From an optimization exercise on the open Yosys and OpenROAD flow, aimed at small area; shortcuts taken in it are not production practice. The RTL was checked by simulation tests, not by an equivalence proof against the original design. Power and IR drop assume default switching activity.

$ cat design/flow/design.v
module clock_generate(
	input clk,
	input rst_n,
	output reg clk_5_MHz,
	output ce_5_MHz
);
	reg [3:0] cnt;
	always @(posedge clk)
	begin
		if(!rst_n) begin
			cnt <= 4'b0;
			clk_5_MHz <= 1'b0;
		end
		else if(cnt > 3) begin
			cnt <= 0;
			clk_5_MHz <= ~clk_5_MHz;
		end
		else 
			cnt <= cnt + 4'b1;
	end
	assign ce_5_MHz = (cnt > 3) & ~clk_5_MHz;
endmodule 
module counter_mod
#(	parameter width_cnt = 9,
	parameter mod_cnt   = 10)(
	input clk,
	input en,
	input rst_n,
	output cout,
	output cout_rise
);
	reg [width_cnt-1:0] out;
	always @(posedge clk)
	begin
		if(!rst_n) 
			out <= 'd0;
		else if(en) begin
			if(out == (mod_cnt-1)) 
				out <= 'd0;
			else
				out <= out + 1'd1;
		end
	end
	assign cout = (out == (mod_cnt - 1));
	assign cout_rise = en & (out == (mod_cnt - 2));
endmodule
module fix_and_clear_ivi(
	input clk,
	input ce,
	input rst_n,
	input en,
	output reg fix,
	output fix_rise,
	output reg clrn
);
	reg en_delay;
	reg delay;
	reg clrn_reg;
	wire cout;
	wire tick;
	defparam cnt_mod_50.width_cnt = 9;
	defparam cnt_mod_50.mod_cnt   = 50;
	counter_mod cnt_mod_50(
		.clk(clk),
		.en(ce),
		.rst_n(rst_n),
		.cout(cout),
		.cout_rise(tick)
	);
	always @(posedge clk)
	begin
		if(!rst_n)
			en_delay <= 1'b0;
		else if(!clrn)
			en_delay <= 1'b0;
		else if(tick)
			en_delay <= en;  
	end
	always @(posedge clk)
	begin
		if(!rst_n) begin
			delay    <= 1'b0;
			fix      <= 1'b0;
			clrn_reg <= 1'b0;
			clrn     <= 1'b1;
		end
		else if(tick) begin
			delay    <= en_delay;
			fix      <= delay;
			clrn_reg <= fix;
			clrn     <= ~clrn_reg;
		end
	end
	assign fix_rise = tick & delay & ~fix;
endmodule
module jkff_trig( 
	input j,
	input k,
	input clk,
	input clrn,
	output reg q,
	output reg q_n
);
	always @ (posedge clk)
	begin
		if(!clrn) 
		begin
			q   <= 1'b0;
			q_n <= 1'b1;
		end
		else
		begin
			case({j,k})
				{1'b0, 1'b0}: begin q <= q;    q_n <= q_n;  end
				{1'b0, 1'b1}: begin q <= 1'b0; q_n <= 1'b1; end
				{1'b1, 1'b0}: begin q <= 1'b1; q_n <= 1'b0; end
				{1'b1, 1'b1}: begin q <= ~q;   q_n <= ~q_n; end
			endcase
		end
	end
endmodule
module async_counter
#(parameter width_cnt = 26)(
	input clk,
	input clrn,
	input cnt_en,
	input cnt_frw,
	output [width_cnt - 1:0] out
);
	reg [width_cnt - 1:0] q;
	always @(posedge clk)
	begin
		if(!clrn)
			q <= {width_cnt{1'b0}};
		else if(cnt_en)
			q <= q - 1'b1;
	end
	assign out = cnt_frw ? q : (1 + ~q);
endmodule
module lock_and_count(
   input in_a,
   input in_b,
   input clk,
   input rst_n,
   input clrn,
   output wire signed [25:0] result,
   output reg overflow,
   output reg stop,
   output reg cnt_en
);
	wire a;
	wire b;
	reg start;
	reg sign;
	wire q_sign;
	reg cnt_frw;
	wire signed [25:0] cnt;
	reg en;
	wire clr_n = clrn & rst_n;
	jkff_trig input_a (.j(in_a), .k(1'b0), .clk(clk), .clrn(clr_n), .q(a), .q_n());
	jkff_trig input_b (.j(in_b), .k(1'b0), .clk(clk), .clrn(clr_n), .q(b), .q_n());
	jkff_trig forward (.j(sign), .k(1'b0), .clk(clk), .clrn(clr_n), .q(q_sign), .q_n());
	always @(posedge clk)
	begin
		if(!rst_n) begin
			start    <= 1'b0;
			stop     <= 1'b0;
			sign     <= 1'b0;
			cnt_frw  <= 1'b0;
			en       <= 1'b0;
			overflow <= 1'b0;
			cnt_en   <= 1'b0;
		end
		else begin
			start <= a | b;
			stop  <= a & b;
			sign  <= a & ~b;
			cnt_frw <= ~q_sign;
			en <= (start & ~stop);
			overflow <= cnt_frw  ? (cnt < -24_999_999) : (cnt >  24_999_999);
			cnt_en <= (en & ~overflow);
		end
	end
	defparam acnt.width_cnt = 26;
	async_counter acnt(
		.clk(clk),
		.clrn(clr_n),
		.cnt_en(cnt_en),
		.cnt_frw(cnt_frw),
		.out(cnt)
	);
	assign result = cnt;
endmodule
module intervalometer(
   input clk,
   input ce_5,
   input rst_n,
   input in_a,
   input in_b,
   input [3:0] read_byte,
   output [7:0] out
);
	reg signed [31:0] interval;
	wire signed [25:0] cnt_1;
	wire overflow;
	wire ready;
	wire cnt_en;
	reg ready_all;
	reg overflow_all;
	reg count_stop;
	wire en_wr;
	wire fix_rise;
	wire clrn;
	lock_and_count lac_1(
		.in_a(in_a),
		.in_b(in_b),
		.clk(clk),
		.rst_n(rst_n),
		.clrn(clrn),
		.result(cnt_1),
		.overflow(overflow),
		.stop(ready),
		.cnt_en(cnt_en)
	);
	always @(posedge clk)
	begin
		if(!rst_n) begin
			overflow_all <= 1'b0;
			ready_all    <= 1'b0;
			count_stop   <= 1'b0;
		end
		else begin
			overflow_all <= overflow;
			ready_all    <= ready;  
			count_stop   <= ready_all | overflow_all;
		end
	end
	wire signed [31:0] summa = cnt_1;
	wire signed [31:0] result = overflow_all ? 32'h7FFFFFFF : summa;
	fix_and_clear_ivi f_n_clrn_ivi(
		.clk(clk),
		.ce(ce_5),
		.rst_n(rst_n),
		.en(count_stop),
		.fix(en_wr),
		.fix_rise(fix_rise),
		.clrn(clrn)
	);
	always @(posedge clk)
	begin
		if(!rst_n)
			interval <= 32'h00000000;
		else if(fix_rise)
			interval <= result;
	end
	assign out = ({8{read_byte[0]}} & interval[7:0])   |
	             ({8{read_byte[1]}} & interval[15:8])  |
	             ({8{read_byte[2]}} & interval[23:16]) |
	             ({8{read_byte[3]}} & interval[31:24]);
endmodule
module ivi_top(
	input        clk,
	input        rst_n,
	input        in_a,
	input        in_b,
	input  [3:0] read_byte,
	output [7:0] out
);
	wire clk_5;
	wire ce_5;
	clock_generate clk_5_MHz(
		.clk(clk),
		.rst_n(rst_n),
		.clk_5_MHz(clk_5),
		.ce_5_MHz(ce_5)
	);
	intervalometer ivi(
		.clk(clk),
		.ce_5(ce_5),
		.rst_n(rst_n),
		.in_a(in_a),
		.in_b(in_b),
		.read_byte(read_byte),
		.out(out)
	);
endmodule
$ cat design/flow/run.sh
#!/bin/bash
# synth_recipe.tcl (not shown) runs the flow's synth.tcl, then flattens the netlist and writes it again
# the make line also repeats each setting of config.mk as NAME=value (left out here)
make -C /OpenROAD-flow-scripts/flow DESIGN_CONFIG=/design/flow/config.mk WORK_HOME=/design/flow/orfs CLKGATE_MAP_FILE= SYNTH_SCRIPT=/design/flow/synth_recipe.tcl finish
$ cat design/flow/config.mk
export PLATFORM = sky130hd
export DESIGN_NAME = ivi_top
export DESIGN_NICKNAME = ivi_top
export VERILOG_FILES = /design/flow/design.v
export SDC_FILE = /design/flow/constraint.sdc
export NUM_CORES = 4
export LEC_CHECK = 0
export CAP_MARGIN = 20
export CORE_MARGIN = 2
export CORE_UTILIZATION = 40
export SLEW_MARGIN = 20
$ cat design/flow/constraint.sdc
create_clock -name core_clock -period 10.0 [get_ports {clk}]
set_input_delay 2.0000 -clock core_clock [delete_from_list [all_inputs] [get_ports {clk}]]
set_output_delay 2.0000 -clock core_clock [all_outputs]
set_load 0.01 [all_outputs]
==> flow_metrics.py, run 1 <==
metrics = {
    "critical_path": {
        "cp.required_ns": 8.00,
        "cp-start-kind": "input pin",
        "cp.arrival_ns": 3.41,
        "max_stage_delay_ns": 0.63,
        "crit_slowest_cell": "clkdlybuf4s50_1",
        "endpoint_kind": "output port",
        "cp_cell_sequence": "clkdlybuf4s50_1 > a22oi_1 > nand2_1 > clkdlybuf4s50_1",
        "critPathBufInv": 2,
        "reg2reg_from": "ivi.lac_1.cnt_frw$_SDFF_PN0_",
        "critical_path_class": "in -> out",
        "crit_family": "buffers and inverters",
        "crit_fanout": 8,
        "cpMostUsedCell": "clkdlybuf4s50_1",
        "cp-startpoint": "read_byte[2]",
    },
    "synthesis": {
        "yosysTopAreaCell": "dfxtp_1",
        "syn_nets": 512,
        "synthTopCellsByArea": "dfxtp_1 41%, xor2_1 6.3%, nor2_1 6.2%",
        "synth-seq-cells": 85,
        "avgSynthCellArea_um2": 8.35,
        "synth-seq-area-share_pct": 40.8,
        "yosys_warnings": 7,
        "synth-edff-count": 0,
        "ys_async_sr_fraction_pct": 0,
        "syn_inst": 499,
        "ys_types": 53,
        "synth_flop_cell": "dfxtp_1",
        "yosys.area.top_type_share_pct": 40.8,
        "syn_area_mm2": 0.00417,
    },
    "layout": {
        "fin_area_mm2": 0.00453,
        "reg_top3": "ivi.interval x27, ivi.lac_1.acnt.q x26, ivi.f_n_clrn_ivi.cnt_mod_50.out x9",
        "final_cell_mix": "85 x dfxtp_1, 69 x nor2_1, 39 x nand2_1, 30 x xor2_1",
        "layout_commonest_cell": "dfxtp_1",
        "drive_gt1_share_pct": 5.85,
        "syn_to_final_growth_pct": 8.83,
        "nFillCells": 1040,
        "diodes": 0,
        "fin_util_pct": 44.3,
        "nets": 504,
        "largest_reg_flops": 27,
        "regMostFlops": "ivi.interval",
    },
    "global_routing": {
        "grt_pass1_vias": 3097,
        "grt_max_degree": 49,
        "grt_overflow": 0,
        "antenna_found_initial": 0,
        "grt_pass1_wl_mm": 15.3,
        "grtUsageTotal_pct": 16.9,
    },
    "timing": {
        "rsz0062_at_grt": "no",
        "worstMarginPinSlew_ns": 1.02,
        "hold_viol": 0,
        "maxSlewViolCount": 0,
        "skew_ns": 0.0103,
        "max_clock_freq_mhz": 185,
        "slew-limit-headroom_pct": 31.9,
        "setup_viol": 0,
        "tns_ns": 0,
        "fin_crit_ns": 5.41,
        "min_period_over_period_pct": 54.1,
    },
    "route": {
        "via_per_inst": 5.36,
        "drc_errors": 0,
        "drtPass1Iterations": 4,
        "routedWlPerCell_um": 14.1,
        "antenna_left": 0,
        "drtIter0Drc": 204,
        "routed_wl_mm": 8.93,
        "via_count": 3389,
    },
    "cts": {
        "cts_setup_buffers": 0,
        "cts-root-buf": "clkbuf_8",
        "cts_buffers": 9,
        "cts.repair.resized": 0,
        "cts_buffer_depth": 2,
        "clk_latency_ns": 0.36,
        "path_clk_slew_ns": 0.08,
        "clock_sinks": 85,
        "cts_hold_buffers": 0,
        "cts_tree": "done",
        "cts_htree_levels": 3,
    },
    "placement": {
        "portBuffers": 15,
        "gp_congestion": 0.826,
        "placedInstanceArea_mm2": 0.00434,
        "dp_hpwl_mm": 6.23,
    },
    "power": {
        "leakage_uw": 0.00176,
        "ir_drop_uv": 60.7,
        "power_density_mw_per_mm2": 166,
    },
    "floorplan": {
        "die_area_mm2": 0.0112,
        "core_mm2": 0.0102,
        "start_util_pct": 40.7,
        "row_count": 37,
        "fp.dieH_um": 106,
        "pin_count": 16,
        "die_x_um": 106,
    },
    "job": {
        "drv_cap": 0,
    },
    "min_path": {
        "min_from": "ivi.lac_1.stop$_SDFF_PN0_",
        "hold_path.class": "reg -> reg",
    },
    "status": {
        "status": "complete, no violations",
    },
}
cell usage after synthesis, types with 2 or more instances:
cell type and instances:
dfxtp_1 85, nor2_1 69, nand2_1 40, xor2_1 30, o21ai_0 26, xnor2_1 26
clkbuf_1 24, a21oi_1 23, nand3_1 21, nor3_1 18, a22oi_1 10, a31oi_1 10
nor4_1 10, nand4_1 7, and3_1 6, and2_1 5, buf_1 5, ha_1 5
inv_1 5, mux2i_1 5, o211ai_1 5, or3_1 5, nand4b_1 4, nor2b_1 4
nor3b_1 4, o211a_1 4, or4_1 4, buf_2 3, buf_6 3, o31ai_1 3
o41ai_1 3, a21boi_0 2, clkinv_1 2, nand2b_1 2, o21a_1 2, or2_2 2
cell type report:
cell class | instances | area, um2 | area share [%]
inverter | 7 | 26.3 | 0.579
timing repair buffer | 17 | 165 | 3.64
sequential | 85 | 1700 | 37.5
tap | 136 | 170 | 3.75
clock inverter | 7 | 71.3 | 1.57
clock buffer | 9 | 124 | 2.73
multi-input combinational | 371 | 2280 | 50.2
where the power goes:
group / leakage, uW / switching [uW] / total [uW] / internal (uW)
registers: 0.000689 / 17.1 / 365 / 348
clock network: 0.000104 / 128 / 244 / 116
logic: 0.000970 / 87.3 / 145 / 57.3
total: 0.00176 / 232 / 753 / 521
logic make-up (layout without fill, tap and decap cells):
logic type / after synthesis / count (layout) / synth area share [%]
other cells: 1 / 1 / 0.0900
flops: 85 / 85 / 40.8
buf+inv: 43 / 40 / 4.59
simple gates: 208 / 208 / 25.2
fa+ha+maj: 5 / 5 / 1.50
mux: 5 / 5 / 1.20
xor+xnor: 56 / 56 / 11.8
compound gates: 96 / 96 / 14.8
per-stage QoR:
step                power, uW  std cells  worst slack (ns)  hold slack [ns]
floorplan                 490        499              5.53            0.383
global placement          515        616              4.65            0.389
detailed placement        516        616              4.60            0.392
CTS                       760        632              4.60            0.405
global route              795        632              4.52            0.420
finish                    753        632              4.59            0.402
path summary, 6_finish.rpt:
| kind | end | slack [ns] | depth (start not counted) |
|---|---|---|---|
| worst max-delay path | out[7] | 4.59 | 4 |
| worst min-delay path | ivi.lac_1.en$_SDFF_PN0_ | 0.40 | 1 |
| worst max register to register | ivi.lac_1.overflow$_SDFF_PN0_ | 7.06 | 7 |
| worst min register to register | ivi.lac_1.en$_SDFF_PN0_ | 0.40 | 1 |
routing by layer:
metal	share of wire [%]	wire [um]	global-route usage, %
met1	49	4400	23.9
met2	44	3920	25.3
met3	5.0	444	3.37
met4	1.7	156	6.77
met5	0	0	0
==> run 2, diff against run 1 <==
==> design/flow/design.v (replaced) <==
module ivi_top(
	input        clk,
	input        rst_n,
	input        in_a,
	input        in_b,
	input  [3:0] read_byte,
	output [7:0] out
);
	reg  [8:0] tb;
	wire       tb_top = &tb[8:4];             
	wire       tick   = tb_top &  tb[1] &  tb[0];    
	wire       etick  = tb_top & ~tb[1] & ~tb[0];    
	always @(posedge clk)
		if (!rst_n)
			tb <= 9'd15;
		else if (tick)
			tb <= 9'd0;
		else
			tb <= tb + 9'd1;
	reg  [3:0] st;
	wire       clr_st = st[3] | (st[2] & st[1]);    
	wire       cap    = tick & (st == 4'd3);
	wire       cs;
	always @(posedge clk)
		if (!rst_n)
			st <= 4'd0;
		else if (st == 4'd0) begin
			if (etick & cs)
				st <= 4'd1;
		end
		else if (tick)
			st <= (st == 4'd9) ? 4'd0 : st + 4'd1;
	reg        a, b, sb;
	reg [24:0] n;
	wire       clr = ~rst_n | clr_st;
	always @(posedge clk) begin
		a  <= ~clr & (a | in_a);
		b  <= ~clr & (b | in_b);
		sb <= b & (sb | ~a);
	end
	wire hi  = &{n[24], n[22], n[21], n[20], n[19], n[18], n[16],
	             n[14], n[13], n[12], n[11]};
	wire ov  = hi & (n[6] | (sb & (&n[5:0])));
	wire dn  = hi & n[6] & (sb ? (n[1] & n[0]) : n[2]);
	assign cs = (a & b) | dn;
	wire cnt_en = (a ^ b) & ~(b & in_a) & ~dn;
	always @(posedge clk)
		if (~a & ~b)
			n <= 25'd0;
		else if (cnt_en)
			n <= n + 25'd1;
	reg [24:0] m;
	reg        f, x;
	always @(posedge clk)
		if (cap)
			m <= n;
	always @(posedge clk)
		if (!rst_n) begin
			f <= 1'b1;
			x <= 1'b0;
		end
		else if (cap) begin
			f <= ov;
			x <= sb | ov;
		end
	wire [7:0] sel = ({8{read_byte[0]}} & m[7:0])   |
	                 ({8{read_byte[1]}} & m[15:8])  |
	                 ({8{read_byte[2]}} & m[23:16]) |
	                 ({8{read_byte[3]}} & {7'b0, m[24]});
	wire       rd_lo = read_byte[0] | read_byte[1] | read_byte[2];
	wire       inv   = x & (rd_lo | read_byte[3]);
	assign out[6:0] = (sel[6:0] & {7{~f}}) ^ {7{inv}};
	assign out[7]   = ((sel[7] & ~f) ^ (x & rd_lo)) | (read_byte[3] & x & ~f);
endmodule
==> flow_metrics.py, run 2 <==
metrics = {
    "status": {
        "status": "complete, no violations",
    },
    "cts": {
        "cts_buffer_depth": 2,
        "cts_setup_buffers": 0,
        "cts_tree": "done",
        "cts.repair.resized": 0,
        "clock_sinks": 68,
        "cts_buffers": 9,
        "cts_htree_levels": 3,
        "cts_hold_buffers": 0,
        "path_clk_slew_ns": 0.08,
        "clk_latency_ns": 0.34,
        "cts-root-buf": "clkbuf_8",
    },
    "layout": {
        "reg_top3": "m x25, n x25, tb x9",
        "multiInputGateArea_mm2": 0.00147,
        "layout_commonest_cell": "nor2_1",
        "syn_to_final_growth_pct": 13.4,
        "diodes": 0,
        "nFillCells": 725,
        "register_area_mm2": 0.00161,
        "fin_cells": 428,
        "nets": 336,
        "final_cell_mix": "49 x nor2_1, 43 x dfxtp_1, 31 x xnor2_1, 25 x edfxtp_1, 23 x nand2_1",
        "drive_gt1_share_pct": 8.59,
        "fin_util_pct": 46.7,
    },
    "route": {
        "drtPass1Iterations": 6,
        "antenna_left": 0,
        "via_per_inst": 5.29,
        "via_count": 2266,
        "drtIter0Drc": 148,
        "routed_wl_mm": 6.33,
        "drc_errors": 0,
        "routedWlPerCell_um": 14.8,
    },
    "power": {
        "leakage_uw": 0.00119,
        "ir_drop_uv": 74.7,
        "power_density_mw_per_mm2": 156,
    },
    "critical_path": {
        "cp.required_ns": 8.00,
        "cp_cell_sequence": "clkdlybuf4s50_1 > o41ai_4 > xnor2_1 > clkdlybuf4s50_1",
        "cp.arrival_ns": 4.19,
        "crit_slowest_cell": "o41ai_4",
        "cpMostUsedCell": "clkdlybuf4s50_1",
        "endpoint_kind": "output port",
        "crit_fanout": 10,
        "max_stage_delay_ns": 0.79,
        "cp-start-kind": "input pin",
        "critical_path_class": "in -> out",
    },
    "synthesis": {
        "synth_most_common_cell": "nor2_1",
        "yosysTopAreaCell": "dfxtp_1",
        "synth_flop_cell": "dfxtp_1",
        "yosys.area.top_type_share_pct": 27.1,
        "syn_nets": 324,
        "avgSynthCellArea_um2": 10.3,
        "synthTopCellsByArea": "dfxtp_1 27%, edfxtp_1 24%, xnor2_1 8.5%",
        "synth-edff-count": 25,
        "ys_async_sr_fraction_pct": 0,
        "ys_types": 52,
        "yosys_warnings": 1,
        "synth-seq-cells": 68,
        "syn_area_mm2": 0.00318,
        "synth-seq-area-share_pct": 50.7,
        "syn_inst": 309,
        "ys_top_cells_by_count": "49 x nor2_1, 43 x dfxtp_1, 31 x xnor2_1, 25 x edfxtp_1, 23 x nand2_1",
    },
    "global_routing": {
        "grt_overflow": 0,
        "grt_pass1_wl_mm": 10.8,
        "antenna_found_initial": 0,
        "grt_pass1_vias": 2137,
        "grtUsageTotal_pct": 16.0,
        "grt_max_degree": 26,
    },
    "timing": {
        "rsz0062_at_grt": "no",
        "slew-limit-headroom_pct": 31.6,
        "maxSlewViolCount": 0,
        "max_clock_freq_mhz": 162,
        "fin_crit_ns": 6.19,
        "skew_ns": 0.0105,
        "min_period_over_period_pct": 61.9,
        "worstMarginPinSlew_ns": 1.02,
        "hold_viol": 0,
        "tns_ns": 0,
        "setup_viol": 0,
    },
    "placement": {
        "gp_congestion": 0.804,
        "dpl.cell_count": 412,
        "portBuffers": 15,
        "dp_hpwl_mm": 4.43,
    },
    "floorplan": {
        "start_util_pct": 41.2,
        "fp.dieH_um": 93.2,
        "die_area_mm2": 0.00868,
        "row_count": 32,
        "die_x_um": 93.2,
        "pin_count": 16,
        "core_mm2": 0.00773,
    },
    "min_path": {
        "hold_path.class": "reg -> reg",
    },
    "job": {
        "drv_cap": 0,
    },
}
==> run 2: changes by cell type after synthesis, sizes merged, moves of 8 or more <==
cell	previous run	this run
edfxtp	0	25
o21ai	26	4
nand3	21	12
xor2	30	3
a21oi	23	7
a22oi	10	2
nand2	40	23
dfxtp	85	43
clkbuf	24	9
nor3	18	8
nor2	69	49
==> run 2: worst paths after layout <==
kind                           from                  to  slack (ns)  cells after the start
hold reg to reg    tb[0]$_SDFF_PN1_    tb[0]$_SDFF_PN1_        0.44                      1
setup reg to reg  n[0]$_SDFFE_PP0P_  st[3]$_SDFFE_PN0P_        7.44                      6
hold / removal     tb[0]$_SDFF_PN1_    tb[0]$_SDFF_PN1_        0.44                      1
setup / recovery       read_byte[0]              out[6]        3.81                      4
==> run 2: final cells by class <==
cell class / instances / area share [%]
clock inverters: 4 / 0.694
inverters: 10 / 1.04
repair buffers: 15 / 4.16
clock buffers: 12 / 5.20
flip-flops and latches: 68 / 44.7
well taps: 102 / 3.54
multi-input cells: 217 / 40.7
==> run 2: cell families (layout without fill, tap and decap cells) <==
kind of cell	after synthesis	in the layout	share of synthesized area (%)
buffers and inverters	24	41	3.19
multiplexers	3	3	0.983
AND/OR/NAND/NOR	136	136	23.6
XOR/XNOR	34	34	9.36
flip-flops	68	68	50.7
adder cells (fa/ha/maj)	7	7	2.75
AO/OA/AOI/OAI	37	37	9.44
==> run 2: layer usage <==
metal,global-route usage (%),part of all wire (%),vias up
met5,0,0,-
met4,6.99,1.9,0
met3,3.14,3.9,12
met2,22.8,44,52
met1,23.5,50,1059
li1,-,-,1143
==> run 2: report_power, final <==
group	internal, uW	switching (uW)
registers	292	7.84
logic	13.1	17.6
clock network	127	106
==> run 2: metrics by stage <==
stage                     total power, uW  worst slack, ns  area (um2)  hold WS, ns
final                                 564             3.81        3610        0.438
after global routing                  588             3.68        3610        0.463
after CTS                             569             3.81        3610        0.439
after detailed placement              337             3.81        3390        0.420
after global placement                336             3.88        3390        0.414
after floorplan                       327             4.95        3180        0.395
==> run 2: worst max-delay path: cells and delay by family <==
kind | cells | cell delay, ns
XOR/XNOR | 1 | 0.19
AO/OA/AOI/OAI | 1 | 0.79
buffers and inverters | 2 | 1.20
==> run 3, diff against run 2 <==
--- a/design/flow/design.v
+++ b/design/flow/design.v
@@ -7,16 +7,14 @@
 	output [7:0] out
 );
 	reg  [8:0] tb;
-	wire       tb_top = &tb[8:4];             
-	wire       tick   = tb_top &  tb[1] &  tb[0];    
-	wire       etick  = tb_top & ~tb[1] & ~tb[0];    
+	wire       tick  = (tb == 9'd434);
+	wire       etick = (tb == 9'd118);
+	wire [8:0] tb_sh = {tb[7:0], tb[8] ^ tb[3]};
 	always @(posedge clk)
 		if (!rst_n)
-			tb <= 9'd15;
-		else if (tick)
-			tb <= 9'd0;
+			tb <= 9'd313;
 		else
-			tb <= tb + 9'd1;
+			tb <= {tb_sh[8:3], tb_sh[2] & ~tick, tb_sh[1:0]};
 	reg  [3:0] st;
 	wire       clr_st = st[3] | (st[2] & st[1]);    
 	wire       cap    = tick & (st == 4'd3);
@@ -41,14 +39,19 @@
 	wire hi  = &{n[24], n[22], n[21], n[20], n[19], n[18], n[16],
 	             n[14], n[13], n[12], n[11]};
 	wire ov  = hi & (n[6] | (sb & (&n[5:0])));
-	wire dn  = hi & n[6] & (sb ? (n[1] & n[0]) : n[2]);
+	wire dn  = hi & n[6] & n[1] & n[0];
 	assign cs = (a & b) | dn;
 	wire cnt_en = (a ^ b) & ~(b & in_a) & ~dn;
-	always @(posedge clk)
-		if (~a & ~b)
-			n <= 25'd0;
-		else if (cnt_en)
-			n <= n + 25'd1;
+	wire [25:0] nc;
+	assign nc[0] = cnt_en;
+	genvar i;
+	generate
+		for (i = 0; i < 25; i = i + 1) begin : g_cnt
+			assign nc[i+1] = nc[i] & n[i];
+			always @(posedge clk)
+				n[i] <= (a | b) & (n[i] ^ nc[i]);
+		end
+	endgenerate
 	reg [24:0] m;
 	reg        f, x;
 	always @(posedge clk)
==> flow_metrics.py, run 3 <==
metrics = {
    "synthesis": {
        "syn_area_mm2": 0.00282,
        "yosys.area.top_type_share_pct": 30.5,
        "synth-seq-area-share_pct": 57.2,
        "synthTopCellsByArea": "dfxtp_1 31%, edfxtp_1 27%, ha_1 12%",
        "ys_top_cells_by_count": "43 x dfxtp_1, 26 x ha_1, 25 x edfxtp_1, 25 x nor2b_1, 13 x nor2_1",
        "synth_flop_cell": "dfxtp_1",
        "syn_nets": 254,
        "synth-seq-cells": 68,
        "ys_async_sr_fraction_pct": 0,
        "yosys_warnings": 1,
        "synth-edff-count": 25,
        "avgSynthCellArea_um2": 12.8,
        "yosysTopAreaCell": "dfxtp_1",
        "synth_most_common_cell": "dfxtp_1",
        "ys_types": 42,
        "syn_inst": 220,
    },
    "critical_path": {
        "endpoint_kind": "flip-flop",
        "critical_path_class": "in -> reg",
        "cp.required_ns": 10.19,
        "reg2reg_from": "n[14]$_DFF_P_",
        "crit_slowest_cell": "clkdlybuf4s50_1",
        "cpMostUsedCell": "ha_1",
        "worst-r2r-setup-slack_ns": 4.12,
        "cp-startpoint": "in_a",
        "max_stage_delay_ns": 0.48,
        "crit_fanout": 2,
        "cp.arrival_ns": 7.22,
        "cp-start-kind": "input pin",
    },
    "layout": {
        "register_area_mm2": 0.00161,
        "nFillCells": 623,
        "final_cell_mix": "43 x dfxtp_1, 26 x ha_1, 25 x nor2b_1, 25 x edfxtp_1, 15 x clkdlybuf4s50_1",
        "fin_area_mm2": 0.00323,
        "multiInputGateArea_mm2": 0.00114,
        "syn_to_final_growth_pct": 14.7,
        "fin_cells": 340,
        "diodes": 0,
        "nets": 273,
        "layout_commonest_cell": "dfxtp_1",
        "reg_top3": "m x25, n x25, tb x9",
        "drive_gt1_share_pct": 9.43,
    },
    "placement": {
        "dp_hpwl_mm": 3.43,
        "gp_congestion": 0.722,
        "pre_cts_ws_ns": 2.59,
        "dpl.cell_count": 324,
        "portBuffers": 15,
        "placedInstanceArea_mm2": 0.00305,
    },
    "min_path": {
        "hold_path.class": "reg -> reg",
        "min_from": "n[8]$_DFF_P_",
    },
    "route": {
        "via_count": 1645,
        "routedWlPerCell_um": 14.2,
        "drtPass1Iterations": 4,
        "antenna_left": 0,
        "drtIter0Drc": 178,
        "routed_wl_mm": 4.83,
        "via_per_inst": 4.84,
        "drc_errors": 0,
    },
    "timing": {
        "hold_viol": 0,
        "setup_viol": 0,
        "fin_crit_ns": 7.03,
        "maxSlewViolCount": 0,
        "min_period_over_period_pct": 70.3,
        "max_clock_freq_mhz": 142,
        "setup_ws_ns": 2.97,
        "skew_ns": 0.0103,
        "slew-limit-headroom_pct": 40.3,
        "worstMarginPinSlew_ns": 0.895,
        "tns_ns": 0,
        "rsz0062_at_grt": "no",
    },
    "power": {
        "power_density_mw_per_mm2": 165,
        "finalPower_uw": 532,
        "leakage_uw": 0.00122,
        "ir_drop_uv": 61.6,
    },
    "global_routing": {
        "grt_pass1_vias": 1596,
        "grt_overflow": 0,
        "antenna_found_initial": 0,
        "grt_max_degree": 30,
        "grtUsageTotal_pct": 14.1,
        "grt_pass1_wl_mm": 8.02,
    },
    "cts": {
        "cts_setup_buffers": 0,
        "cts_buffer_depth": 2,
        "clk_latency_ns": 0.33,
        "cts_htree_levels": 3,
        "cts.repair.resized": 0,
        "cts_tree": "done",
        "cts_hold_buffers": 0,
        "clock_sinks": 68,
        "cts-root-buf": "clkbuf_8",
        "path_clk_slew_ns": 0.07,
        "cts_buffers": 9,
    },
    "floorplan": {
        "die_x_um": 88.0,
        "core_mm2": 0.00679,
        "start_util_pct": 41.5,
        "row_count": 30,
        "fp.dieH_um": 88.0,
        "die_area_mm2": 0.00774,
        "pin_count": 16,
    },
    "job": {
        "drv_cap": 0,
    },
    "status": {
        "status": "complete, no violations",
    },
}
==> run 3: changes by cell type after synthesis, sizes merged, moves of 5 or more <==
cell	before	now
clkbuf	9	4
nand2	23	8
nand4	9	4
nor3	8	2
nand3	12	2
nor4	14	3
nor2	49	13
nor2b	2	25
ha	7	26
and4	5	0
xnor2	31	10
==> run 3: power by group <==
| group | internal, uW | total, uW | switching [uW] |
|---|---|---|---|
| clock network | 115 | 214 | 98.8 |
| registers | 291 | 297 | 6.42 |
| logic | 10.4 | 21.2 | 10.8 |
| total | 416 | 532 | 116 |
==> run 3: critical path, delay by kind of cell <==
family / cells / cell delay (ns)
adder cells (fa/ha/maj): 24 / 4.46
buffers and inverters: 1 / 0.48
AND/OR/NAND/NOR: 3 / 0.25
AO/OA/AOI/OAI: 1 / 0.04
==> run 3: kinds of logic (layout without fill, tap and decap cells) <==
kind of cell | after synthesis | count (layout) | synth area share [%]
simple gates | 73 | 73 | 17.1
buf+inv | 14 | 38 | 2.49
compound gates | 27 | 27 | 7.86
xor+xnor | 10 | 10 | 3.11
mux | 2 | 2 | 0.710
fa+ha+maj | 26 | 26 | 11.5
flops | 68 | 68 | 57.2
==> run 3: area by class of cell <==
cell class                      instances  area share (%)
Sequential cell                        68            49.8
Timing Repair Buffer                   16            4.87
Multi-Input combinational cell        138            35.2
Inverter                                6           0.696
Tap cell                               96            3.71
Clock inverter                          4            1.55
Clock buffer                           12            4.18
==> run 3: final timing paths <==
| kind | end | depth (start not counted) |
|---|---|---|
| setup / recovery | n[23]$_DFF_P_ | 29 |
| hold / removal | m[8]$_DFFE_PP_ | 0 |
| setup reg to reg | n[23]$_DFF_P_ | 28 |
| hold reg to reg | m[8]$_DFFE_PP_ | 0 |
==> run 3: metal layers <==
metal  track usage, %  wire length [um]  vias to the layer above
met3             5.00               210                        4
met4             6.71                53                        0
met2             17.9              2050                       33
li1                 -                 -                      842
met1             20.9              2510                      766
met5                0                 0                        -
==> run 3: through the flow <==
step,utilization [%],hold slack (ns)
after detailed placement,44.9,0.437
after global placement,44.9,0.433
final,47.6,0.449
after CTS,47.6,0.454
after floorplan,-,0.415
after global routing,47.6,0.469
==> run 4, diff against run 3 <==
==> design/flow/flow/run.sh (new file) <==
#!/bin/bash
# Standard layout with two changes: ports buffered with buf_1, and no CTS
# dummy loads. Each step's output goes to its own log here.
set -e
cp standard.sh standard_copy.sh.txt
export BUFFER_PORTS_ARGS="-buffer_cell sky130_fd_sc_hd__buf_1"
export CTS_ARGS="-sink_clustering_enable -repair_clock_nets -dont_use_dummy_load"
bash standard.sh synth > synth.log 2>&1
bash standard.sh finish > layout.log 2>&1
==> design/flow/standard.sh (new file) <==
#!/bin/bash
# synth_recipe.tcl (not shown) runs the flow's synth.tcl, then flattens the netlist and writes it again
# the make line also repeats each setting of config.mk as NAME=value (left out here)
make -C /OpenROAD-flow-scripts/flow DESIGN_CONFIG=/design/flow/config.mk WORK_HOME=/design/flow/orfs CLKGATE_MAP_FILE= SYNTH_SCRIPT=/design/flow/synth_recipe.tcl "${@:-finish}"
removed: design/flow/run.sh
==> flow_metrics.py, run 4 <==
metrics = {
    "synthesis": {
        "avgSynthCellArea_um2": 12.8,
        "synth-seq-cells": 68,
        "synth_most_common_cell": "dfxtp_1",
        "ys_async_sr_fraction_pct": 0,
        "yosys_warnings": 1,
        "syn_inst": 220,
        "synth_xor_area_share_pct": 3.11,
        "yosys.area_share.simple_pct": 17.1,
        "synth.area.mux_share_pct": 0.710,
        "synth-compound-area-share_pct": 7.86,
        "synth-seq-area-share_pct": 57.2,
        "synth_top_family_by_area": "simple AND/OR/NAND/NOR gates",
        "synth_flop_cell": "dfxtp_1",
        "syn_nets": 254,
        "ys_top_cells_by_count": "43 x dfxtp_1, 26 x ha_1, 25 x edfxtp_1, 25 x nor2b_1, 13 x nor2_1",
        "synth-edff-count": 25,
        "syn_area_mm2": 0.00282,
        "synthTopCellsByArea": "dfxtp_1 31%, edfxtp_1 27%, ha_1 12%",
        "yosysTopAreaCell": "dfxtp_1",
        "synth-adder-area-share_pct": 11.5,
        "ys_types": 42,
        "yosys.area.top_type_share_pct": 30.5,
    },
    "power": {
        "power_density_mw_per_mm2": 157,
        "clkPwrFrac_pct": 34.6,
        "ir_drop_uv": 69.2,
        "p_int_uw": 380,
        "power_switching_share_pct": 21.5,
        "leakage_uw": 0.00116,
        "power_frac_seq_pct": 61.5,
        "switching_power_uw": 104,
        "finalPower_uw": 483,
        "comb_power_share_pct": 3.9,
    },
    "placement": {
        "gp_congestion": 0.727,
        "dpl.cell_count": 324,
        "placedInstanceArea_mm2": 0.00296,
        "portBuffers": 15,
        "dp_hpwl_mm": 3.36,
    },
    "timing": {
        "max_clock_freq_mhz": 151,
        "rsz0062_at_grt": "no",
        "hold_ws_ns": 0.439,
        "maxSlewViolCount": 0,
        "worstMarginPinSlew_ns": 0.929,
        "setup_viol": 0,
        "hold_viol": 0,
        "tns_ns": 0,
        "slew-limit-headroom_pct": 38.1,
        "min_period_over_period_pct": 66.1,
        "skew_ns": 0.0329,
        "fin_crit_ns": 6.61,
    },
    "cts": {
        "cts_hold_buffers": 0,
        "cts_tree": "done",
        "cts_buffer_depth": 2,
        "cts_buffers": 9,
        "cts-root-buf": "clkbuf_8",
        "cts.repair.resized": 0,
        "cts_setup_buffers": 0,
        "clock_sinks": 68,
        "clk_latency_ns": 0.33,
        "path_clk_slew_ns": 0.07,
        "cts_htree_levels": 3,
    },
    "route": {
        "routedWlPerCell_um": 14.1,
        "antenna_left": 0,
        "via_count": 1652,
        "drtPass1Iterations": 4,
        "via_per_inst": 4.96,
        "routed_wl_mm": 4.69,
        "drc_errors": 0,
        "drtIter0Drc": 68,
    },
    "layout": {
        "syn_to_final_growth_pct": 9.23,
        "register_area_mm2": 0.00161,
        "final_cell_mix": "43 x dfxtp_1, 26 x ha_1, 25 x nor2b_1, 25 x edfxtp_1, 15 x buf_1",
        "multiInputGateArea_mm2": 0.00114,
        "fin_cells": 333,
        "fin_area_mm2": 0.00308,
        "nets": 273,
        "nFillCells": 623,
        "reg_top3": "m x25, n x25, tb x9",
        "diodes": 0,
        "drive_gt1_share_pct": 8.02,
        "layout_commonest_cell": "dfxtp_1",
    },
    "global_routing": {
        "grt_pass1_wl_mm": 7.82,
        "grt_max_degree": 30,
        "grtUsageTotal_pct": 13.5,
        "grt_pass1_vias": 1562,
        "antenna_found_initial": 0,
        "grt_overflow": 0,
    },
    "critical_path": {
        "crit_slowest_cell": "ha_1",
        "r2r_cells": 29,
        "max_stage_delay_ns": 0.22,
        "crit_fanout": 2,
        "critical_path_class": "in -> reg",
        "cp.arrival_ns": 6.78,
        "cp.required_ns": 10.18,
        "cp-start-kind": "input pin",
        "endpoint_kind": "flip-flop",
        "cpMostUsedCell": "ha_1",
    },
    "floorplan": {
        "die_x_um": 88.0,
        "die_area_mm2": 0.00774,
        "pin_count": 16,
        "core_mm2": 0.00679,
        "start_util_pct": 41.5,
        "row_count": 30,
        "fp.dieH_um": 88.0,
    },
    "min_path": {
        "hold_path.class": "reg -> reg",
        "holdPathStages": 0,
    },
    "job": {
        "drv_cap": 0,
    },
    "status": {
        "status": "complete, no violations",
    },
}
## run 4: layout make-up
class / instances / share of cell area, %
sequential: 68 / 52.3
multi-input combinational: 138 / 36.9
clock buffer: 9 / 4.02
tap: 96 / 3.90
timing repair buffer: 16 / 2.07
inverter: 6 / 0.731
## run 4: worst paths after layout
| kind | endpoint | start | slack, ns |
|---|---|---|---|
| worst max-delay path | n[24]$_DFF_P_ | in_a | 3.39 |
| worst min-delay path | m[10]$_DFFE_PP_ | n[10]$_DFF_P_ | 0.44 |
| worst max register to register | n[24]$_DFF_P_ | n[14]$_DFF_P_ | 4.15 |
| worst min register to register | m[10]$_DFFE_PP_ | n[10]$_DFF_P_ | 0.44 |
## run 4: worst max-delay path: cells and delay by family
kind | cells | cell delay [ns]
compound gates | 1 | 0.04
xor+xnor | 1 | 0.13
fa+ha+maj | 24 | 4.36
buf+inv | 1 | 0.09
simple gates | 3 | 0.17
## run 4: power by group through the flow
stage          registers, uW  clock network, uW  logic, uW
4_1_cts                  297                173       19.3
5_1_grt                  298                185       21.5
3_5_place_dp             304                  0       19.2
3_3_place_gp             303                  0       19.0
2_1_floorplan            302                  0       15.5
6_report                 297                167       18.9
## run 4: layer usage
metal | share of wire (%) | vias to the layer above | track usage, %
met3 | 3.9 | 5 | 4.52
met5 | 0 | - | 0
met1 | 51 | 789 | 19.1
met4 | 0.66 | 0 | 4.20
met2 | 45 | 28 | 19.4
li1 | - | 830 | -
## run 4: per-stage QoR
step / setup slack, ns / utilization, %
detailed placement: 3.00 / 43.5
floorplan: 3.41 / -
finish: 3.39 / 45.3
global placement: 3.05 / 43.5
global route: 3.06 / 45.3
CTS: 3.35 / 45.3
## run 4: kinds of logic (layout without fill, tap and decap cells)
| group | Yosys count | after routing |
|---|---|---|
| buf+inv | 14 | 31 |
| fa+ha+maj | 26 | 26 |
| xor+xnor | 10 | 10 |
| compound gates | 27 | 27 |
| mux | 2 | 2 |
| flops | 68 | 68 |
| simple gates | 73 | 73 |
==> run 5, diff against run 4 <==
==> design/flow/flow/run.sh (replaced) <==
#!/bin/bash
# Layout flow: the standard flow (standard.sh) with
#  - synthesis: the standard flow's synthesis script, but yosys's abc call runs
#    flow/abc_area.script (area-oriented mapping, no up-sizing) in place of
#    ORFS's speed script; everything else (synth -nofsm -noshare, flatten,
#    renaming) is the same, so the registers are the standard ones
#  - ports buffered with buf_1
#  - CTS options: 
# Each step writes its full output to its own log in this folder.
set -euo pipefail
W=$(pwd)
export MY_ABC_SCRIPT=$W/flow/abc_area.script
export BUFFER_PORTS_ARGS="-buffer_cell sky130_fd_sc_hd__buf_1"
export CTS_ARGS="-sink_clustering_enable -repair_clock_nets -dont_use_dummy_load "
bash standard.sh SYNTH_SCRIPT=$W/flow/synth.tcl synth > synth.log 2>&1
bash standard.sh floorplan > floorplan.log 2>&1
bash standard.sh place > place.log 2>&1
bash standard.sh cts > cts.log 2>&1
bash standard.sh finish > finish.log 2>&1
==> design/flow/flow/abc_area.script (new file) <==
&get -n
&st
&dc2
&syn2
&dch -f
&nf -a -R 1000
&put
topo
dnsize -c
==> design/flow/flow/synth.tcl (new file) <==
proc synth {args} { yosys synth -nofsm -noshare {*}$args }
proc abc {args} {
  set i [lsearch -exact $args -script]
  if { $i >= 0 && [info exists ::env(MY_ABC_SCRIPT)] } { lset args [expr {$i+1}] $::env(MY_ABC_SCRIPT) }
  yosys abc {*}$args
}
source $::env(SCRIPTS_DIR)/synth.tcl
# left out here: clear keep_hierarchy, flatten, clean up, hide names made inside functions, write 1_2_yosys.v
==> flow_metrics.py, run 5 <==
metrics = {
    "synthesis": {
        "syn_inst": 216,
        "synth_most_common_cell": "dfxtp_1",
        "syn_area_mm2": 0.00267,
        "synth-seq-cells": 68,
        "avgSynthCellArea_um2": 12.4,
        "synth-seq-area-share_pct": 60.4,
        "ys_top_cells_by_count": "43 x dfxtp_1, 26 x ha_1, 25 x edfxtp_1, 24 x nor2b_1, 15 x nor2_1",
        "yosys_warnings": 1,
        "syn_nets": 250,
        "synthTopCellsByArea": "dfxtp_1 32%, edfxtp_1 28%, ha_1 12%",
        "synth-edff-count": 25,
        "yosys.area.top_type_share_pct": 32.2,
        "ys_async_sr_fraction_pct": 0,
        "synth_flop_cell": "dfxtp_1",
        "ys_types": 28,
        "yosysTopAreaCell": "dfxtp_1",
    },
    "status": {
        "status": "complete, no violations",
    },
    "critical_path": {
        "cp-start-kind": "input pin",
        "crit_slowest_cell": "ha_1",
        "cp.required_ns": 10.19,
        "crit_family": "adder cells",
        "r2r_cells": 29,
        "endpoint_kind": "flip-flop",
        "critPathBufInv": 1,
        "max_stage_delay_ns": 0.26,
        "critical_path_class": "in -> reg",
        "cpMostUsedCell": "ha_1",
        "worst-r2r-setup-slack_ns": 4.23,
        "crit_fanout": 2,
        "reg2reg_from": "n[24]$_DFF_P_",
        "cp.arrival_ns": 6.77,
        "timing.rr.end": "n[23]$_DFF_P_",
    },
    "timing": {
        "worstMarginPinSlew_ns": 0.831,
        "fin_crit_ns": 6.58,
        "hold_viol": 0,
        "skew_ns": 0.0194,
        "min_period_over_period_pct": 65.8,
        "max_clock_freq_mhz": 152,
        "rsz0062_at_grt": "no",
        "setup_viol": 0,
        "maxSlewViolCount": 0,
        "tns_ns": 0,
        "slew-limit-headroom_pct": 44.6,
    },
    "global_routing": {
        "grt_pass1_wl_mm": 7.85,
        "grtUsageTotal_pct": 14.1,
        "antenna_found_initial": 0,
        "grt_pass1_vias": 1562,
        "grt_overflow": 0,
        "grt_max_degree": 30,
    },
    "layout": {
        "nFillCells": 596,
        "syn_to_final_growth_pct": 10.9,
        "final_cell_mix": "43 x dfxtp_1, 26 x ha_1, 25 x edfxtp_1, 24 x nor2b_1",
        "reg_top3": "m x25, n x25, tb x9",
        "register_area_mm2": 0.00161,
        "fin_area_mm2": 0.00296,
        "multiInputGateArea_mm2": 0.00105,
        "drive_gt1_share_pct": 4.56,
        "layout_commonest_cell": "dfxtp_1",
        "nets": 277,
        "diodes": 0,
    },
    "cts": {
        "cts_setup_buffers": 0,
        "path_clk_slew_ns": 0.07,
        "clk_latency_ns": 0.32,
        "cts_hold_buffers": 0,
        "cts_htree_levels": 3,
        "cts.repair.resized": 0,
        "cts_buffers": 9,
        "cts_buffer_depth": 2,
        "cts_tree": "done",
        "cts-root-buf": "clkbuf_8",
        "clock_sinks": 68,
    },
    "floorplan": {
        "die_x_um": 85.7,
        "fp.dieH_um": 85.7,
        "pin_count": 16,
        "start_util_pct": 41.8,
        "die_area_mm2": 0.00734,
        "core_mm2": 0.00639,
        "row_count": 29,
    },
    "route": {
        "via_per_inst": 5.12,
        "drc_errors": 0,
        "via_count": 1628,
        "drtPass1Iterations": 4,
        "antenna_left": 0,
        "routedWlPerCell_um": 14.0,
        "drtIter0Drc": 164,
        "routed_wl_mm": 4.47,
    },
    "min_path": {
        "hold_path.class": "reg -> reg",
        "min_to": "m[8]$_DFFE_PP_",
        "holdPathStages": 0,
        "min_from": "n[8]$_DFF_P_",
    },
    "placement": {
        "dp_hpwl_mm": 3.24,
        "gp_congestion": 0.787,
        "placedInstanceArea_mm2": 0.00284,
        "portBuffers": 15,
    },
    "power": {
        "ir_drop_uv": 80.2,
        "finalPower_uw": 474,
        "power_density_mw_per_mm2": 160,
        "leakage_uw": 0.00115,
    },
    "job": {
        "drv_cap": 0,
    },
}
==> run 5: report_power, final <==
part           switching [uW]  leakage (uW)  internal (uW)  total [uW]
logic                    9.38      0.000550           6.77        16.2
registers                4.35      0.000537            291         295
clock network            82.1     0.0000647           80.0         162
==> run 5: cell type report <==
type | instances | area share [%]
repair buffers | 16 | 2.16
clock buffers | 9 | 4.18
well taps | 77 | 3.25
multi-input cells | 143 | 35.3
flip-flops and latches | 68 | 54.4
inverters | 5 | 0.634
==> run 5: per-stage QoR <==
stage	cells	worst slack (ns)	utilization (%)	hold slack, ns
6_report	318	3.42	46.4	0.442
5_1_grt	318	3.03	46.4	0.460
4_1_cts	318	3.38	46.4	0.443
3_5_place_dp	309	3.03	44.4	0.427
3_3_place_gp	309	3.08	44.4	0.426
2_1_floorplan	216	3.42	-	0.410
==> run 5: worst max-delay path by stage <==
stage,to,cells after the start,start
4_1_cts,n[23]$_DFF_P_,29,in_a
3_3_place_gp,n[23]$_DFF_P_,29,in_a
3_5_place_dp,n[23]$_DFF_P_,29,in_a
6_report,n[23]$_DFF_P_,29,in_a
5_1_grt,n[23]$_DFF_P_,29,in_a
2_1_floorplan,n[23]$_DFF_P_,28,in_a
==> run 5: kinds of logic (layout without fill, tap and decap cells) <==
group	after synthesis	after routing	synth area share [%]
compound gates	28	28	7.45
xor+xnor	11	11	3.61
fa+ha+maj	26	26	12.2
buf+inv	5	30	0.703
flops	68	68	60.4
simple gates	78	78	15.7
==> run 5: routing by layer <==
layer	GRT usage [%]	routed length [um]
met1	19.9	2190
met2	19.5	2000
met3	3.46	189
met4	8.66	81
met5	0	0
==> run 5: worst register-to-register path: cells and delay by family, from the launching register on <==
kind	cells	cell delay, ns
adders and majority gates	24	4.39
DFF	1	0.38
and+or+nand+nor	5	0.87
==> run 6, diff against run 5 <==
--- a/design/flow/flow/run.sh
+++ b/design/flow/flow/run.sh
@@ -5,13 +5,13 @@
 #    ORFS's speed script; everything else (synth -nofsm -noshare, flatten,
 #    renaming) is the same, so the registers are the standard ones
 #  - ports buffered with buf_1
-#  - CTS options: 
+#  - CTS options: -buf_list sky130_fd_sc_hd__clkbuf_4 -root_buf sky130_fd_sc_hd__clkbuf_4 -sink_clustering_size 25 -sink_clustering_max_diameter 200
 # Each step writes its full output to its own log in this folder.
 set -euo pipefail
 W=$(pwd)
 export MY_ABC_SCRIPT=$W/flow/abc_area.script
 export BUFFER_PORTS_ARGS="-buffer_cell sky130_fd_sc_hd__buf_1"
-export CTS_ARGS="-sink_clustering_enable -repair_clock_nets -dont_use_dummy_load "
+export CTS_ARGS="-sink_clustering_enable -repair_clock_nets -dont_use_dummy_load -buf_list sky130_fd_sc_hd__clkbuf_4 -root_buf sky130_fd_sc_hd__clkbuf_4 -sink_clustering_size 25 -sink_clustering_max_diameter 200"
 bash standard.sh SYNTH_SCRIPT=$W/flow/synth.tcl synth > synth.log 2>&1
 bash standard.sh floorplan > floorplan.log 2>&1
 bash standard.sh place > place.log 2>&1
==> flow_metrics.py, run 6 <==
metrics = {
    "timing": {
        "fin_crit_ns": 6.53,
        "rsz0062_at_grt": "no",
        "maxSlewViolCount": 0,
        "skew_ns": 0.0267,
        "tns_ns": 0,
        "slew-limit-headroom_pct": 44.7,
        "worstMarginPinSlew_ns": 0.829,
        "hold_ws_ns": 0.450,
        "max_clock_freq_mhz": 153,
        "min_period_over_period_pct": 65.3,
        "hold_viol": 0,
        "setup_viol": 0,
    },
    "critical_path": {
        "r2r_cells": 29,
        "critPathBufInv": 1,
        "crit_slowest_cell": "ha_1",
        "cpMostUsedCell": "ha_1",
        "cp.required_ns": 10.25,
        "crit_fanout": 2,
        "endpoint_kind": "flip-flop",
        "cp.arrival_ns": 6.78,
        "cp-start-kind": "input pin",
        "critical_path_class": "in -> reg",
        "max_stage_delay_ns": 0.26,
        "crit_cells": 29,
        "crit_family": "adder cells",
    },
    "layout": {
        "diodes": 0,
        "register_area_mm2": 0.00161,
        "syn_to_final_growth_pct": 8.76,
        "nets": 277,
        "nFillCells": 602,
        "drive_gt1_share_pct": 4.56,
        "layout_commonest_cell": "dfxtp_1",
        "reg_top3": "m x25, n x25, tb x9",
        "multiInputGateArea_mm2": 0.00105,
        "final_cell_mix": "43 x dfxtp_1, 26 x ha_1, 25 x edfxtp_1, 24 x nor2b_1",
    },
    "placement": {
        "dp_hpwl_mm": 3.24,
        "portBuffers": 15,
        "gp_congestion": 0.787,
    },
    "synthesis": {
        "synth-compound-area-share_pct": 7.45,
        "synth_most_common_cell": "dfxtp_1",
        "synth_xor_area_share_pct": 3.61,
        "yosys_warnings": 1,
        "synthTopCellsByArea": "dfxtp_1 32%, edfxtp_1 28%, ha_1 12%",
        "synth-adder-area-share_pct": 12.2,
        "syn_nets": 250,
        "synth-seq-area-share_pct": 60.4,
        "yosysTopAreaCell": "dfxtp_1",
        "syn_inst": 216,
        "yosys.area_share.simple_pct": 15.7,
        "ys_async_sr_fraction_pct": 0,
        "synth_top_family_by_area": "simple AND/OR/NAND/NOR gates",
        "synth-seq-cells": 68,
        "yosys.area.top_type_share_pct": 32.2,
        "ys_top_cells_by_count": "43 x dfxtp_1, 26 x ha_1, 25 x edfxtp_1, 24 x nor2b_1, 15 x nor2_1",
        "synth.area.mux_share_pct": 0,
        "synth_flop_cell": "dfxtp_1",
        "synth-edff-count": 25,
        "avgSynthCellArea_um2": 12.4,
        "syn_area_mm2": 0.00267,
        "ys_types": 28,
    },
    "cts": {
        "clk_latency_ns": 0.38,
        "cts_tree": "done",
        "cts_setup_buffers": 0,
        "cts_htree_levels": 3,
        "cts_buffers": 9,
        "cts_hold_buffers": 0,
        "cts.repair.resized": 0,
        "cts-root-buf": "clkbuf_4",
        "clock_sinks": 68,
        "cts_buffer_depth": 2,
        "path_clk_slew_ns": 0.10,
    },
    "floorplan": {
        "pin_count": 16,
        "die_x_um": 85.7,
        "start_util_pct": 41.8,
        "core_mm2": 0.00639,
        "fp.dieH_um": 85.7,
        "die_area_mm2": 0.00734,
        "row_count": 29,
    },
    "min_path": {
        "hold_path.class": "reg -> reg",
        "holdPathStages": 0,
    },
    "route": {
        "wl_met1_mm": 2.16,
        "top_layer_used": "met4",
        "drc_errors": 0,
        "via_count": 1634,
        "drtPass1Iterations": 5,
        "routedWlPerCell_um": 14.1,
        "antenna_left": 0,
        "dr_wl_met2_mm": 2.00,
        "drtIter0Drc": 117,
        "wl_met3_um": 217,
        "via_per_inst": 5.14,
        "routed_wl_mm": 4.47,
    },
    "power": {
        "ir_drop_uv": 81.5,
        "switching_power_uw": 90.1,
        "p_int_uw": 339,
        "power_frac_seq_pct": 68.7,
        "finalPower_uw": 429,
        "power_switching_share_pct": 21.0,
        "comb_power_share_pct": 3.8,
        "clkPwrFrac_pct": 27.5,
        "power_density_mw_per_mm2": 148,
        "leakage_uw": 0.00113,
    },
    "global_routing": {
        "grt_pass1_vias": 1571,
        "antenna_found_initial": 0,
        "grt_pass1_wl_mm": 7.85,
        "grt_max_degree": 30,
        "grtUsageTotal_pct": 14.2,
        "grt_overflow": 0,
    },
    "job": {
        "drv_cap": 0,
    },
    "status": {
        "status": "complete, no violations",
    },
}
run 6: final timing paths:
path	from	endpoint	slack, ns
worst min-delay path	n[8]$_DFF_P_	m[8]$_DFFE_PP_	0.45
worst min register to register	n[8]$_DFF_P_	m[8]$_DFFE_PP_	0.45
worst max-delay path	in_a	n[23]$_DFF_P_	3.47
worst max register to register	n[24]$_DFF_P_	n[23]$_DFF_P_	4.21
run 6: cell type report:
| type | count | area share [%] |
|---|---|---|
| flip-flops and latches | 68 | 55.5 |
| multi-input cells | 143 | 36.0 |
| repair buffers | 16 | 2.20 |
| well taps | 77 | 3.32 |
| inverters | 5 | 0.646 |
| clock buffers | 9 | 2.33 |
run 6: cells by family after synthesis:
kind of cell | after synthesis
buffers and inverters | 5
AOI/OAI and AO/OA | 28
and+or+nand+nor | 78
DFF | 68
adders and majority gates | 26
xor gates and xnor gates | 11
run 6: power groups by stage:
stage	logic (uW)	registers [uW]	clock network [uW]
after floorplan	10.5	300	0
after global placement	16.1	301	0
after detailed placement	16.3	301	0
after CTS	16.5	295	125
after global routing	19.3	296	137
final	16.1	295	118
run 6: through the flow:
step | instances | utilization [%] | cell area, um2 | setup slack (ns)
4_1_cts | 318 | 45.5 | 2900 | 3.45
5_1_grt | 318 | 45.5 | 2900 | 3.10
3_3_place_gp | 309 | 44.4 | 2840 | 3.08
2_1_floorplan | 216 | - | 2670 | 3.42
6_report | 318 | 45.5 | 2900 | 3.47
3_5_place_dp | 309 | 44.4 | 2840 | 3.03
run 6: per-layer routing:
layer  vias to the layer above  track usage [%]
li1                        837                -
met1                       754             19.5
met2                        37             19.7
met3                         6             4.04
met4                         0             8.66
met5                         -                0
==> run 7, diff against run 6 <==
--- a/design/flow/flow/run.sh
+++ b/design/flow/flow/run.sh
@@ -1,7 +1,7 @@
 #!/bin/bash
 # Layout flow: the standard flow (standard.sh) with
 #  - synthesis: the standard flow's synthesis script, but yosys's abc call runs
-#    flow/abc_area.script (area-oriented mapping, no up-sizing) in place of
+#    flow/abc_area.script (deepsyn + area-oriented mapping, no up-sizing) in place of
 #    ORFS's speed script; everything else (synth -nofsm -noshare, flatten,
 #    renaming) is the same, so the registers are the standard ones
 #  - ports buffered with buf_1
==> design/flow/flow/abc_area.script (replaced) <==
&get -n
&st
&deepsyn -T 60
&dch -f
&nf -a -R 1000
&put
topo
dnsize -c
--- a/design/flow/config.mk
+++ b/design/flow/config.mk
@@ -7,5 +7,5 @@
 export LEC_CHECK = 0
 export CAP_MARGIN = 20
 export CORE_MARGIN = 2
-export CORE_UTILIZATION = 40
+export CORE_UTILIZATION = 65
 export SLEW_MARGIN = 20
==> flow_metrics.py, run 7 <==
metrics = {
    "timing": {
        "setup_ws_ns": 3.50,
        "worstMarginPinSlew_ns": 0.850,
        "hold_ws_ns": 0.434,
        "min_period_over_period_pct": 65.0,
        "fin_crit_ns": 6.50,
        "slew-limit-headroom_pct": 43.4,
        "maxSlewViolCount": 0,
        "hold_viol": 0,
        "setup_viol": 0,
        "max_clock_freq_mhz": 154,
        "rsz0062_at_grt": "no",
        "skew_ns": 0.0242,
        "tns_ns": 0,
    },
    "critical_path": {
        "worst-r2r-setup-slack_ns": 4.08,
        "critPathBufInv": 1,
        "critical_path_class": "in -> reg",
        "crit_slowest_cell": "ha_1",
        "r2r_cells": 30,
        "reg2reg_from": "n[24]$_DFF_P_",
        "cp.arrival_ns": 6.74,
        "crit_family": "adder cells",
        "cp.required_ns": 10.23,
        "cpMostUsedCell": "ha_1",
        "endpoint_kind": "flip-flop",
        "cp-start-kind": "input pin",
        "crit_fanout": 2,
        "max_stage_delay_ns": 0.26,
        "timing.rr.end": "n[23]$_DFF_P_",
    },
    "synthesis": {
        "synth-seq-cells": 68,
        "synth-edff-count": 25,
        "ys_async_sr_fraction_pct": 0,
        "synth_most_common_cell": "dfxtp_1",
        "ys_types": 28,
        "synthTopCellsByArea": "dfxtp_1 33%, edfxtp_1 28%, ha_1 12%",
        "syn_area_mm2": 0.00264,
        "avgSynthCellArea_um2": 12.4,
        "synth-seq-area-share_pct": 61.0,
        "yosys_warnings": 1,
        "yosys.area.top_type_share_pct": 32.6,
        "yosysTopAreaCell": "dfxtp_1",
        "syn_nets": 248,
        "ys_top_cells_by_count": "43 x dfxtp_1, 27 x nor2b_1, 26 x ha_1, 25 x edfxtp_1, 14 x a21oi_1",
        "synth_flop_cell": "dfxtp_1",
        "syn_inst": 214,
    },
    "layout": {
        "final_cell_mix": "43 x dfxtp_1, 27 x nor2b_1, 26 x ha_1, 25 x edfxtp_1, 15 x buf_1",
        "nFillCells": 264,
        "reg_top3": "m x25, n x25, tb x9",
        "syn_to_final_growth_pct": 7.52,
        "nets": 275,
        "diodes": 0,
        "fin_area_mm2": 0.00284,
        "layout_commonest_cell": "dfxtp_1",
        "drive_gt1_share_pct": 4.60,
        "fin_util_pct": 72.1,
    },
    "floorplan": {
        "fp.dieH_um": 67.8,
        "die_x_um": 67.8,
        "die_area_mm2": 0.00459,
        "start_util_pct": 67.1,
        "core_mm2": 0.00394,
        "pin_count": 16,
        "row_count": 23,
    },
    "power": {
        "ir_drop_uv": 87.1,
        "power_density_mw_per_mm2": 151,
        "p_int_uw": 339,
        "leakage_uw": 0.00111,
        "switching_power_uw": 90.0,
        "power_switching_share_pct": 21.0,
        "clkPwrFrac_pct": 27.6,
        "power_frac_seq_pct": 68.9,
        "comb_power_share_pct": 3.5,
    },
    "job": {
        "drv_cap": 0,
    },
    "global_routing": {
        "grt_pass1_wl_mm": 7.29,
        "grt_max_degree": 29,
        "grtUsageTotal_pct": 22.9,
        "grt_overflow": 0,
        "antenna_found_initial": 0,
        "grt_pass1_vias": 1553,
    },
    "placement": {
        "portBuffers": 15,
        "dp_hpwl_mm": 3.40,
        "placedInstanceArea_mm2": 0.00278,
        "gp_congestion": 0.773,
        "pre_cts_ws_ns": 3.09,
    },
    "cts": {
        "clock_sinks": 68,
        "cts-root-buf": "clkbuf_4",
        "path_clk_slew_ns": 0.10,
        "cts_htree_levels": 3,
        "cts_setup_buffers": 0,
        "clk_latency_ns": 0.39,
        "cts.repair.resized": 0,
        "cts_buffers": 9,
        "cts_tree": "done",
        "cts_hold_buffers": 0,
        "cts_buffer_depth": 2,
    },
    "min_path": {
        "hold_path.class": "reg -> reg",
        "holdPathStages": 2,
        "min_from": "tb[1]$_SDFF_PN0_",
        "min_to": "tb[2]$_SDFF_PN0_",
    },
    "route": {
        "routedWlPerCell_um": 15.6,
        "antenna_left": 0,
        "drtPass1Iterations": 4,
        "drc_errors": 0,
        "via_count": 1636,
        "routed_wl_mm": 4.50,
        "via_per_inst": 5.66,
        "drtIter0Drc": 115,
    },
    "status": {
        "status": "complete, no violations",
    },
}
run 7: cell count changes after synthesis, sizes merged, moves of 5 or more:
cell and delta:
a21oi +8, a222oi -6, a22o +6, nor2 -5, xnor2 -7, xor2 +5
run 7: through the flow:
stage,cells,power (uW)
floorplan,214,310
global placement,280,315
detailed placement,280,317
CTS,289,432
global route,289,449
finish,289,429
run 7: routing by layer:
layer  global-route usage [%]  routed length (um)  part of all wire [%]
met1                     30.5                2090                    47
met5                        0                   0                     0
met3                     7.67                 214                   4.8
met2                     34.3                2140                    48
met4                     10.0                  46                   1.0
run 7: worst register-to-register path, delay by kind of cell, from the launching register on:
kind,cells,cell delay (ns)
flops,1,0.40
fa+ha+maj,24,4.45
simple gates,5,0.87
compound gates,1,0.04
run 7: cell families (layout without fill, tap and decap cells):
| group | count (synthesis) | in the layout | synth area share (%) |
|---|---|---|---|
| adders and majority gates | 26 | 26 | 12.3 |
| and+or+nand+nor | 69 | 69 | 14.3 |
| DFF | 68 | 68 | 61.0 |
| AOI/OAI and AO/OA | 35 | 35 | 8.42 |
| xor gates and xnor gates | 9 | 9 | 2.98 |
| buffers and inverters | 7 | 32 | 0.994 |
run 7: cell type report:
| class | instances | area [um2] | share of cell area [%] |
|---|---|---|---|
| Multi-Input combinational cell | 139 | 1010 | 35.6 |
| Timing Repair Buffer | 16 | 63.8 | 2.24 |
| Sequential cell | 68 | 1610 | 56.7 |
| Inverter | 7 | 26.3 | 0.924 |
| Tap cell | 50 | 62.6 | 2.20 |
| Clock buffer | 9 | 67.6 | 2.38 |
run 7: worst max-delay path by stage:
stage          from       endpoint  slack (ns)  depth (start not counted)
6_report       in_a  n[23]$_DFF_P_        3.50                         27
5_1_grt        in_a  n[24]$_DFF_P_        3.23                         28
4_1_cts        in_a  n[24]$_DFF_P_        3.48                         28
3_5_place_dp   in_a  n[24]$_DFF_P_        3.09                         28
3_3_place_gp   in_a  n[23]$_DFF_P_        3.16                         27
2_1_floorplan  in_a  n[23]$_DFF_P_        3.49                         26
run 7: power groups by stage:
stage,Combinational (uW),Sequential [uW],Clock (uW)
2_1_floorplan,10.1,300,0
3_3_place_gp,13.7,301,0
3_5_place_dp,15.0,302,0
4_1_cts,15.2,295,121
5_1_grt,17.7,296,135
6_report,15.2,295,118

-- static timing again, ports no longer ideal --
Ports are ideal in the flow. The routed layouts listed here were re-timed in OpenROAD.
Step 1 sets driving cells, clkbuf_16 on the clock port and buf_2 on the other inputs (assumed; they add their load-dependent delay and slew).
Step 2 moves the port delays by t, midway between the first and last clock arrival at a register: inputs arrive t later, outputs are due t later. That takes back most of the time a late clock gives input paths.
a / b / c = ideal / step 1 / step 2; a / b = the first two.
| run | shift t [ns] | setup slack, ns | worst setup path after step 2 | clock arrival spread, ns | pins driven straight from the clock port |
|---|---|---|---|---|---|
| run 1 | 0.393 | 4.594 / 4.568 / 4.568 | input to output | 0.013 / 0.012 | 1 |
| run 2 | 0.366 | 3.812 / 3.789 / 3.789 | input to output | 0.010 / 0.011 | 1 |
| run 3 | 0.357 | 2.970 / 2.969 / 2.611 | input to register | 0.010 / 0.011 | 1 |
| run 4 | 0.344 | 3.394 / 3.393 / 3.049 | input to register | 0.033 / 0.033 | 1 |
| run 5 | 0.342 | 3.420 / 3.427 / 3.085 | input to register | 0.020 / 0.020 | 1 |
| run 6 | 0.390 | 3.467 / 3.475 / 3.085 | input to register | 0.027 / 0.026 | 1 |
| run 7 | 0.399 | 3.495 / 3.487 / 3.088 | input to register | 0.024 / 0.024 | 1 |
After both steps every run listed still meets setup and hold. For run 7, which loses most, drivers alone change the setup slack by -0.008 ns; drivers and shift together by -0.407 ns.
